This is an optimization exercise on Yosys and OpenROAD, whose aim is small area, not a production implementation.
In this exercise RTL edits were held to simulation tests only and were not proved equivalent to the original.
Power figures rest on the tool's default switching activity, not on a simulated workload.

### flow/design.v
module cd_top
(
    input   wire    clk_50mhz ,
    input   wire    rst_n ,
    output  wire    [7:0]   seg_data ,
    output  wire    [5:0]   seg_cs ,
    input   wire    [7:0]   key ,
    output  wire    [7:0]   led
);
localparam [1:0] S2 = 2'b01, S3 = 2'b11, S4 = 2'b10;
wire rst_;
localparam [127:0] DBL_TABLE = {
    4'he, 4'hb, 4'hc, 4'hf, 4'hc, 4'hb, 4'hc, 4'hb,
    4'ha, 4'h9, 4'h8, 4'h4, 4'h3, 4'h2, 4'h1, 4'h0,
    4'hf, 4'he, 4'hd, 4'hc, 4'hb, 4'ha, 4'h9, 4'h8,
    4'h7, 4'h6, 4'h5, 4'h4, 4'h3, 4'h2, 4'h1, 4'h0};
localparam [319:0] ADJ_TABLE = {
    5'h15, 5'h14, 5'h13, 5'h12, 5'h11, 5'h10, 5'h1f, 5'h1e,
    5'h1d, 5'h1c, 5'h1b, 5'h1a, 5'h19, 5'h18, 5'h17, 5'h16,
    5'h15, 5'h14, 5'h13, 5'h12, 5'h11, 5'h10, 5'h09, 5'h08,
    5'h07, 5'h06, 5'h05, 5'h04, 5'h03, 5'h02, 5'h01, 5'h00,
    5'h1f, 5'h1e, 5'h1d, 5'h1c, 5'h1b, 5'h1a, 5'h19, 5'h18,
    5'h17, 5'h16, 5'h15, 5'h14, 5'h13, 5'h12, 5'h11, 5'h10,
    5'h0f, 5'h0e, 5'h0d, 5'h0c, 5'h0b, 5'h0a, 5'h09, 5'h08,
    5'h07, 5'h06, 5'h05, 5'h04, 5'h03, 5'h02, 5'h01, 5'h00};
localparam [47:0] RUN_TABLE = {
    3'h0, 3'h0, 3'h0, 3'h0, 3'h0, 3'h0, 3'h0, 3'h0,
    3'h4, 3'h4, 3'h4, 3'h4, 3'h4, 3'h3, 3'h2, 3'h1};
function gt7;
    input [6:0] a, b;
    integer i;
    reg r;
    begin
        r = 1'b0;
        for (i = 0; i < 7; i = i + 1)
            r = (a[i] & ~b[i]) | ((a[i] | ~b[i]) & r);
        gt7 = r;
    end
endfunction
reg [5:0] ta;
reg [3:0] tb;
reg [6:0] tc;
wire ta_end = (ta[5:4] == 2'b10) & (ta[3:0] == 4'hf);      
wire tb_end = tb[3] & tb[1];                                
wire tc_end = (tc == 7'd124);
always @ (posedge clk_50mhz) begin
    if (~rst_) begin
        ta <= 6'd0;
        tb <= 4'd0;
        tc <= 7'd0;
    end
    else begin
        ta <= ta_end ? 6'd0 : ta + 6'd1;
        if (ta_end)
            tb <= tb_end ? 4'd0 : tb + 4'd1;
        tc <= tc_end ? 7'd0 : tc + 7'd1;
    end
end
wire tick_300hz = (ta == 6'd25);
wire tick_100hz = (tb == 4'd1 && ta == 6'd41) || (tb == 4'd5 && ta == 6'd25) || (tb == 4'd9 && ta == 6'd9);
wire tick_2hz   = tick_300hz && (tc == 7'd1);
wire tick_128hz = (ta[2:0] == 3'd5) && (tc == 7'd1 || tc == 7'd26 || tc == 7'd51 || tc == 7'd76 || tc == 7'd101);
wire breath_en  = (ta == 6'd26) || (ta == 6'd29) || (ta == 6'd32) || (ta == 6'd35) ||
                  (ta == 6'd38) || (ta == 6'd41) || (ta == 6'd44) || (ta == 6'd47);
reg [1:0] run_rst;
reg [2:0] run [1:7];
wire key_rst = run_rst[1] & run_rst[0];
assign rst_ = rst_n & ~key_rst;
always @ (posedge clk_50mhz) begin
    if (~rst_)
        run_rst <= 2'd0;
    else if (tick_100hz)
        run_rst <= key[0] ? 2'd0 : {run_rst[1] | run_rst[0], run_rst[1] | ~run_rst[0]};
end
genvar gi;
generate
    for (gi = 1; gi < 8; gi = gi + 1) begin : g_key
        always @ (posedge clk_50mhz) begin
            if (~rst_)
                run[gi] <= 3'd0;
            else if (tick_100hz)
                run[gi] <= RUN_TABLE[{key[gi], run[gi]}*3 +: 3];
        end
    end
endgenerate
wire [7:1] kd, kl;
generate
    for (gi = 1; gi < 8; gi = gi + 1) begin : g_kd
        assign kd[gi] = run[gi][2] | (run[gi][1] & run[gi][0]);
        assign kl[gi] = run[gi][2];
    end
endgenerate
wire [7:1] kedge = kd & ~kl;
reg [1:0] sta_current, sta_next;
reg [6:0] hold;
reg       bcd_mode;
reg [1:0] led_mode;
reg [7:0] px, py;
reg       fx0, fx1, fy0, fy1;    
wire s2 = ~sta_current[1];
wire s3 = sta_current[1] & sta_current[0];
wire s4 = sta_current[1] & ~sta_current[0];
wire auto_act  = kd[5] & kl[5] & sta_current[1];
wire auto_fire = auto_act & hold[6] & hold[5] & hold[2] & hold[0];
wire inc_x = (kedge[2] & s3) | (auto_fire & s4);
wire inc_y = (kedge[3] & s3) | (auto_fire & s4);
wire led_chg = kedge[7] & s2;
reg [1:0] n1, n2;
always @ (*) begin
    n1 = kedge[1] ? (s2 ? S3 : S2) : sta_next;
    n2 = (kedge[4] & s3) ? S4 : (kedge[4] & s4) ? S3 : n1;
end
always @ (posedge clk_50mhz) begin
    if (~rst_)
        sta_current <= S2;
    else if (tick_100hz)
        sta_current <= sta_next;
end
always @ (posedge clk_50mhz) begin
    if (~rst_) begin
        sta_next <= S2;
        hold <= 7'd0;
        bcd_mode <= 1'b0;
        led_mode <= 2'b00;
        px <= 8'd0;
        py <= 8'd0;
        fx0 <= 1'b0; fx1 <= 1'b0;
        fy0 <= 1'b0; fy1 <= 1'b0;
    end
    else if (tick_100hz) begin
        sta_next <= auto_fire ? (s3 ? S4 : S3) : n2;
        if (auto_act)
            hold <= auto_fire ? 7'd0 : hold + 7'd1;
        if (kedge[6] & sta_current[1])
            bcd_mode <= ~bcd_mode;
        if (led_chg)
            led_mode <= {led_mode[0], ~led_mode[1]};
        px <= px + {7'd0, inc_x};
        py <= py + {7'd0, inc_y};
        fx0 <= inc_x; fx1 <= fx0;
        fy0 <= inc_y; fy1 <= fy0;
    end
end
function [9:0] bin2bcd8;
    input [7:0] v;
    integer i;
    reg [3:0] t0, t1, t2;
    reg [11:0] s;
    begin
        s = 12'd0;
        for (i = 7; i >= 0; i = i - 1) begin
            t0 = DBL_TABLE[{1'b1, s[3:0]}*4 +: 4];
            t1 = DBL_TABLE[{1'b1, s[7:4]}*4 +: 4];
            t2 = DBL_TABLE[{1'b1, s[11:8]}*4 +: 4];
            s = {t2[2:0], t1[3], t1[2:0], t0[3], t0[2:0], v[i]};
        end
        bin2bcd8 = s[9:0];
    end
endfunction
reg [2:0] seg_k;         
reg [4:0] bcd;
wire [2:0] nk = (seg_k == 3'd5 || seg_k == 3'd7) ? 3'd0 : seg_k + 3'd1;
wire       hi = (nk >= 3'd3);
wire [7:0] mx = px - {6'd0, fx0 & fx1 & (tb != 4'd5), fx0 ^ (fx1 & (tb != 4'd5))};
wire [7:0] my = py - {6'd0, fy0 & fy1 & (tb != 4'd5), fy0 ^ (fy1 & (tb != 4'd5))};
wire [7:0] ex = s4 ? mx : (hi ? px : py);
wire [7:0] ey = s4 ? my : 8'd1;
wire [11:0] xr = bcd_mode ? {2'b00, bin2bcd8(ex)} : {4'd0, ex};
reg  [18:0] R;
wire        first = (ta == 6'd17);
reg         ybit;
always @ (*) begin
    case (ta[4:0])
        5'd17: ybit = ey[7];
        5'd18: ybit = ey[6];
        5'd19: ybit = ey[5];
        5'd20: ybit = ey[4];
        5'd21: ybit = ey[3];
        5'd22: ybit = ey[2];
        5'd23: ybit = ey[1];
        default: ybit = ey[0];
    endcase
end
reg [19:0] rn;
reg [3:0]  t, dd;
reg [4:0]  ds, adj;
reg        co, cy;
integer    di;
always @ (*) begin
    co = 1'b0;
    cy = 1'b0;
    for (di = 0; di < 5; di = di + 1) begin
        t  = DBL_TABLE[{bcd_mode, (di == 4) ? {1'b0, R[18:16]} : R[di*4 +: 4]}*4 +: 4];
        dd = first ? 4'd0 : {t[2:0], co};
        co = t[3];
        ds = {1'b0, dd} + {4'd0, cy} + ((ybit && di < 3) ? {1'b0, xr[di*4 +: 4]} : 5'd0);
        adj = ADJ_TABLE[{bcd_mode, ds}*5 +: 5];
        rn[di*4 +: 4] = adj[3:0];
        cy = adj[4];
    end
end
always @ (posedge clk_50mhz)
    R <= rn[18:0];
wire [2:0] idx = s4 ? nk : (hi ? nk - 3'd3 : nk);
wire [19:0] rr = {1'b0, R};
wire [3:0] dig = rr[idx*4 +: 4];
wire dig_ok = bcd_mode ? (s4 ? (idx <= 3'd4) : (idx <= 3'd2))
                       : (s4 ? (idx <= 3'd3) : (idx <= 3'd1));
reg [4:0] code;
always @ (*) begin
    if (s2)
        case (nk)
            3'd0: code = 5'h8;
            3'd1: code = 5'h1;
            3'd2: code = 5'h0;
            3'd3: code = 5'h4;
            default: code = 5'h3;
        endcase
    else
        code = dig_ok ? {1'b0, dig} : 5'h10;
end
always @ (posedge clk_50mhz) begin
    if (~rst_) begin
        seg_k <= 3'd7;
        bcd <= 5'h10;
    end
    else if (tick_300hz) begin
        seg_k <= nk;
        bcd <= code;
    end
end
assign seg_cs = (seg_k == 3'd7) ? 6'b111111 : ~(6'b100000 >> seg_k);
localparam [255:0] SEG_TABLE = {
    8'b1111_1111, 8'b1111_1111, 8'b1111_1111, 8'b1111_1111,
    8'b1111_1111, 8'b1111_1111, 8'b1111_1111, 8'b1111_1111,
    8'b1111_1111, 8'b1111_1111, 8'b1111_1111, 8'b1111_1111,
    8'b1111_1111, 8'b1111_1111, 8'b1111_1111, 8'b1111_1111,
    8'b1000_1110, 8'b1000_0110, 8'b1010_0001, 8'b1100_0110,
    8'b1000_0011, 8'b1000_1000, 8'b1001_0000, 8'b1000_0000,
    8'b1111_1000, 8'b1000_0010, 8'b1001_0010, 8'b1001_1001,
    8'b1011_0000, 8'b1010_0100, 8'b1111_1001, 8'b1100_0000};
wire [7:0] seg_code = SEG_TABLE[bcd*8 +: 8];
assign seg_data = seg_code;
reg       flow_blank;
reg [2:0] flow_pos;
always @ (posedge clk_50mhz) begin
    if (~rst_) begin
        flow_blank <= 1'b1;
        flow_pos <= 3'd0;
    end
    else if (tick_2hz && s2) begin
        flow_blank <= 1'b0;
        flow_pos <= flow_pos + 3'd1;
    end
    else if (tick_2hz && s3) begin
        flow_blank <= 1'b1;
    end
end
wire [7:0] led_flow = ~(8'h80 >> (flow_pos - 3'd1)) | {8{flow_blank}};
reg [6:0] bc;            
reg       reload;        
reg [6:0] g [0:7];       
reg [7:0] gdown;
always @ (posedge clk_50mhz) begin
    if (~rst_)
        bc <= 7'd0;
    else if (breath_en)
        bc <= bc[6] ? 7'd0 : bc + 7'd1;
end
wire led_chg_now = tick_100hz & led_chg;
always @ (posedge clk_50mhz) begin
    if (~rst_)
        reload <= 1'b0;
    else if (tick_128hz)
        reload <= led_chg_now;
    else if (led_chg_now)
        reload <= 1'b1;
end
function [6:0] ramp_init;
    input [1:0] mode;
    input [2:0] ch;
    begin
        case (mode)
            2'b01: ramp_init = 7'd0;
            2'b11: ramp_init = (ch < 3'd3) ? 7'd0 : {1'b0, ch, 3'b000};
            2'b10: ramp_init = ch[0] ? 7'd32 : 7'd0;
            default: ramp_init = {1'b0, ch, 3'b000};
        endcase
    end
endfunction
wire       br_load = ~rst_ | (tick_128hz & reload);
wire       br_step = rst_ & tick_128hz & ~reload;
wire [1:0] br_mode = led_mode & {2{rst_}};
wire [7:0] led_breath;
generate
    for (gi = 0; gi < 8; gi = gi + 1) begin : g_ch
        wire at_end = gdown[gi] ? ~|g[gi] : g[gi][6];
        wire [6:0] init = ramp_init(br_mode, gi);
        reg [6:0] gn;
        reg       c;
        integer   j;
        always @ (*) begin
            c = br_step & ~at_end;
            for (j = 0; j < 7; j = j + 1) begin
                gn[j] = br_load ? init[j] : g[gi][j] ^ c;
                c = c & (g[gi][j] ^ gdown[gi]);
            end
        end
        always @ (posedge clk_50mhz) begin
            g[gi] <= gn;
            gdown[gi] <= rst_ & (gdown[gi] ^ (br_step & at_end));
        end
        assign led_breath[gi] = gt7(g[gi], bc);
    end
endgenerate
assign led = s2 ? ((led_mode == 2'b00) ? led_flow : led_breath) : 8'hff;
endmodule
### flow/run.sh
#!/bin/bash
# synth_recipe.tcl (not shown) runs the flow's synth.tcl, then flattens the netlist and writes it again
# the make line also repeats each setting of config.mk as NAME=value (left out here)
make -C /OpenROAD-flow-scripts/flow DESIGN_CONFIG=/design/flow/config.mk WORK_HOME=/design/flow/orfs CLKGATE_MAP_FILE= SYNTH_SCRIPT=/design/flow/synth_recipe.tcl finish
### flow/config.mk
export PLATFORM = sky130hd
export DESIGN_NAME = cd_top
export DESIGN_NICKNAME = cd_top
export VERILOG_FILES = /design/flow/design.v
export SDC_FILE = /design/flow/constraint.sdc
export NUM_CORES = 4
export LEC_CHECK = 0
export ABC_AREA = 1
export CAP_MARGIN = 20
export CORE_MARGIN = 2
export CORE_UTILIZATION = 40
export SLEW_MARGIN = 20
### flow/constraint.sdc
create_clock -name core_clock -period 25.0 [get_ports {clk_50mhz}]
set_input_delay 5.0000 -clock core_clock [delete_from_list [all_inputs] [get_ports {clk_50mhz}]]
set_output_delay 5.0000 -clock core_clock [all_outputs]
set_load 0.01 [all_outputs]
==> summary.txt <==
-- worst min-delay path: cells and delay by family (launching register included) --
kind	cells	cell delay, ns
simple gates	1	0.05
compound gates	1	0.06
flops	1	0.33
-- routing by layer --
| layer | wire (um) | track usage, % |
|---|---|---|
| met1 | 15300 | 25.1 |
| met2 | 14400 | 32.8 |
| met3 | 1010 | 2.81 |
| met4 | 811 | 7.06 |
| met5 | 0 | 0 |
-- Yosys cell counts (3+ instances only) --
cell type,n
a211oi_1,14
a21oi_1,155
a21oi_2,5
a22oi_1,3
a31oi_1,11
buf_1,4
buf_2,4
buf_4,3
clkbuf_1,39
clkinv_1,4
dfxtp_1,177
fa_1,6
ha_1,87
inv_1,267
inv_2,9
nand2_1,334
nand2_2,19
nand2_4,5
nand3_1,105
nand3_2,4
nand3b_1,4
nand4_1,20
nor2_1,174
nor2_2,7
nor2_4,4
nor3_1,29
nor3b_1,6
nor4_1,7
o211ai_1,30
o21a_1,6
o21ai_0,182
o21ai_1,10
o21ai_2,5
o221ai_1,28
o22ai_1,17
o31ai_1,3
or2_0,5
or2_2,6
xnor2_1,4
xor2_1,26
-- final cells by class --
type                    instances  share of cell area, %
clock buffers                  17                   3.12
clock inverters                15                   1.10
well taps                     396                   3.63
inverters                     282                   7.79
repair buffers                 37                   2.58
multi-input cells            1349                   55.8
flip-flops and latches        177                   26.0
-- how the worst max path moves through the flow --
| stage | startpoint | endpoint | slack [ns] | depth (start not counted) |
|---|---|---|---|---|
| 2_1_floorplan | tb[1] | R[17] | 16.11 | 58 |
| 3_3_place_gp | tb[1] | R[17] | 15.48 | 59 |
| 3_5_place_dp | tb[1] | R[17] | 15.03 | 59 |
| 4_1_cts | tb[1] | R[17] | 15.01 | 59 |
| 5_1_grt | tb[1] | R[17] | 14.09 | 59 |
| 6_report | tb[1] | R[17] | 15.04 | 59 |
-- cell families after synthesis --
logic type	synth area share, %
and+or+nand+nor	26.7
buffers and inverters	10.4
adders and majority gates	9.70
other	0.0301
DFF	28.4
AOI/OAI and AO/OA	22.6
xor gates and xnor gates	2.11
-- power by group --
| part | internal, W | switching [W] | total [W] | leakage, nW |
|---|---|---|---|---|
| logic | 0.00000720 | 0.0000138 | 0.0000210 | 3.98 |
| registers | 0.000284 | 0.00000258 | 0.000287 | 1.43 |
| clock network | 0.000141 | 0.000130 | 0.000270 | 0.281 |
-- sequential cells by signal, summed over array words and instances (netlist names), 2 cells and up --
register / cells
run_rst: 2
tc: 7
py: 8
led_mode: 2
tb: 4
bc: 7
px: 8
sta_next: 2
ta: 6
R: 19
gdown: 8
bcd: 5
hold: 7
run: 21
sta_current: 2
seg_k: 3
flow_pos: 3
g: 56
-- stage by stage --
stage          instances  hold slack (ns)  area, um^2  setup WS [ns]
3_3_place_gp        2241            0.449       13100          15.48
5_1_grt             2273            0.491       13700          14.09
4_1_cts             2273            0.468       13700          15.01
2_1_floorplan       1860            0.433       12500          16.11
6_report            2273            0.466       13700          15.04
3_5_place_dp        2241            0.452       13100          15.03
==> flow_metrics.env <==
export IMPL_synth_area_leaders="dfxtp_1 28%, nand2_1 10%, ha_1 8.7%"
export IMPL_max_freq_ghz=0.100
export IMPL_cp_common_cell="ha_1"
export IMPL_die_w_um=181
export IMPL_routed_via_count=12013
export IMPL_worstReg2RegEnd="R[17]"
export IMPL_slew_headroom_pct=32.4
export IMPL_synth_top_flop_cell="dfxtp_1"
export IMPL_num_antenna_cells=0
export IMPL_grt_pass1_wl_um=53000
export IMPL_io_buffers=30
export IMPL_clock_skew_final_ns=0.0136
export IMPL_synth_top_area_cell="dfxtp_1"
export IMPL_antenna_found_initial=0
export IMPL_rows=64
export IMPL_final_nets=1967
export IMPL_fin_tns_setup_ns=0
export IMPL_ctsHoldBuffers=0
export IMPL_routed_wl_um=31600
export IMPL_arrival_ns=10.34
export IMPL_worst_slew_pin_slew_ns=1.01
export IMPL_drtIter0Drc=815
export IMPL_r2r_start="tb[1]"
export IMPL_finalSetupViolCount=0
export IMPL_start_util_pct=40.6
export IMPL_finalCriticalPeriod_ns=9.96
export IMPL_path_buf_inv=10
export IMPL_dieHeight_um=181
export IMPL_slowest_stage="fa_1"
export IMPL_ys_warn_count=5
export IMPL_drv_slew=0
export IMPL_synth_edf_count=0
export IMPL_hold_viol=0
export IMPL_hp_class="reg2reg"
export IMPL_fill_cells=3163
export IMPL_syn_mean_instance_area_um2=6.70
export IMPL_core_area_um2=30700
export IMPL_worstPathRequired_ns=25.37
export IMPL_end_kind="flop"
export IMPL_rsz0062_at_grt="false"
export IMPL_holdPathEnd="sta_next[0]"
export IMPL_drive_above_1_share_pct=6.23
export IMPL_clkTransAtPathRegs_ns=0.07
export IMPL_r2r_slack_ns=15.04
export IMPL_seqCellArea_um2=3540
export IMPL_fin_util_pct=44.5
export IMPL_hold_path_depth=2
export IMPL_viasPerCell=5.29
export IMPL_leakagePower_nw=5.69
export IMPL_ys_ff_latch=177
export IMPL_synth_top_area_share_pct=28.4
export IMPL_synth_cell_type_count=62
export IMPL_wl_per_cell_um=13.9
export IMPL_hpwl_um=22400
export IMPL_peakVddDrop_uv=48.5
export IMPL_clkSinkCount=177
export IMPL_cts_tree="yes"
export IMPL_cts_resized=0
export IMPL_first_pass_iters=9
export IMPL_min_delay_start="sta_next[0]"
export IMPL_clk_path_buf_depth=2
export IMPL_cap_violations=0
export IMPL_power_density_nw_per_um2=42.3
export IMPL_startpoint_type="flop"
export IMPL_period_share_pct=39.9
export IMPL_synth_nets=1963
export IMPL_mostFrequentLayoutCells="333 x nand2_1, 267 x inv_1, 181 x o21ai_0, 177 x dfxtp_1, 174 x nor2_1"
export IMPL_synth_async_sr_flop_share_pct=0
export IMPL_ioPinCount=32
export IMPL_drc_errors=0
export IMPL_post_cts_buffers=0
export IMPL_finalPower_w=0.000578
export IMPL_status="no timing/DRC/antenna violations"
export IMPL_track_usage_pct=19.4
export IMPL_grt_pass1_vias=11085
export IMPL_critPathMaxFanout=5
export IMPL_h_tree_depth=4
export IMPL_rr_worst_depth=59
export IMPL_clk_latency_ns=0.45
export IMPL_cp_top_family="adder cells"
export IMPL_place_congestion=0.881
export IMPL_dieArea_um2=32600
export IMPL_final_common_cell="nand2_1"
export IMPL_netlist_area_um2=12500
export IMPL_synth_cells=1860
export IMPL_cpPeakStageDelay_ns=0.46
export IMPL_multi_input_area_um2=7620
export IMPL_critical_path_class="reg2reg"
export IMPL_gr_total_overflow=0
export IMPL_root_buffer="clkbuf_16"
export IMPL_final_antenna_net_count=0
export IMPL_grt_max_degree=52
export IMPL_seq_area_frac_synth_pct=28.4
export IMPL_cts_buffers=17
export IMPL_syn2layout_area_growth_pct=9.56

==> what the ideal ports hide <==
In the flow no input, the clock included, has a driving cell. The finished layout below was timed again as built, in two steps.
Step 1 sets driving cells, clkbuf_16 on the clock port and buf_2 on the other inputs (assumed; they add their load-dependent delay and slew).
Step 2 also shifts input and output timing later by t, the mid clock arrival at the registers, as if the neighbouring blocks saw the same clock.
Slacks: ideal / step 1 / step 2; pairs: ideal / step 1.
t, ns: 0.496
slack for setup (ns): 15.035 / 15.035 / 15.035
slew at the worst register clock pin (ns): 0.08 / 0.08
After both steps this run still meets setup and hold. The setup slack of this run moves by 0.000 ns with the drivers and by 0.000 ns with both steps.
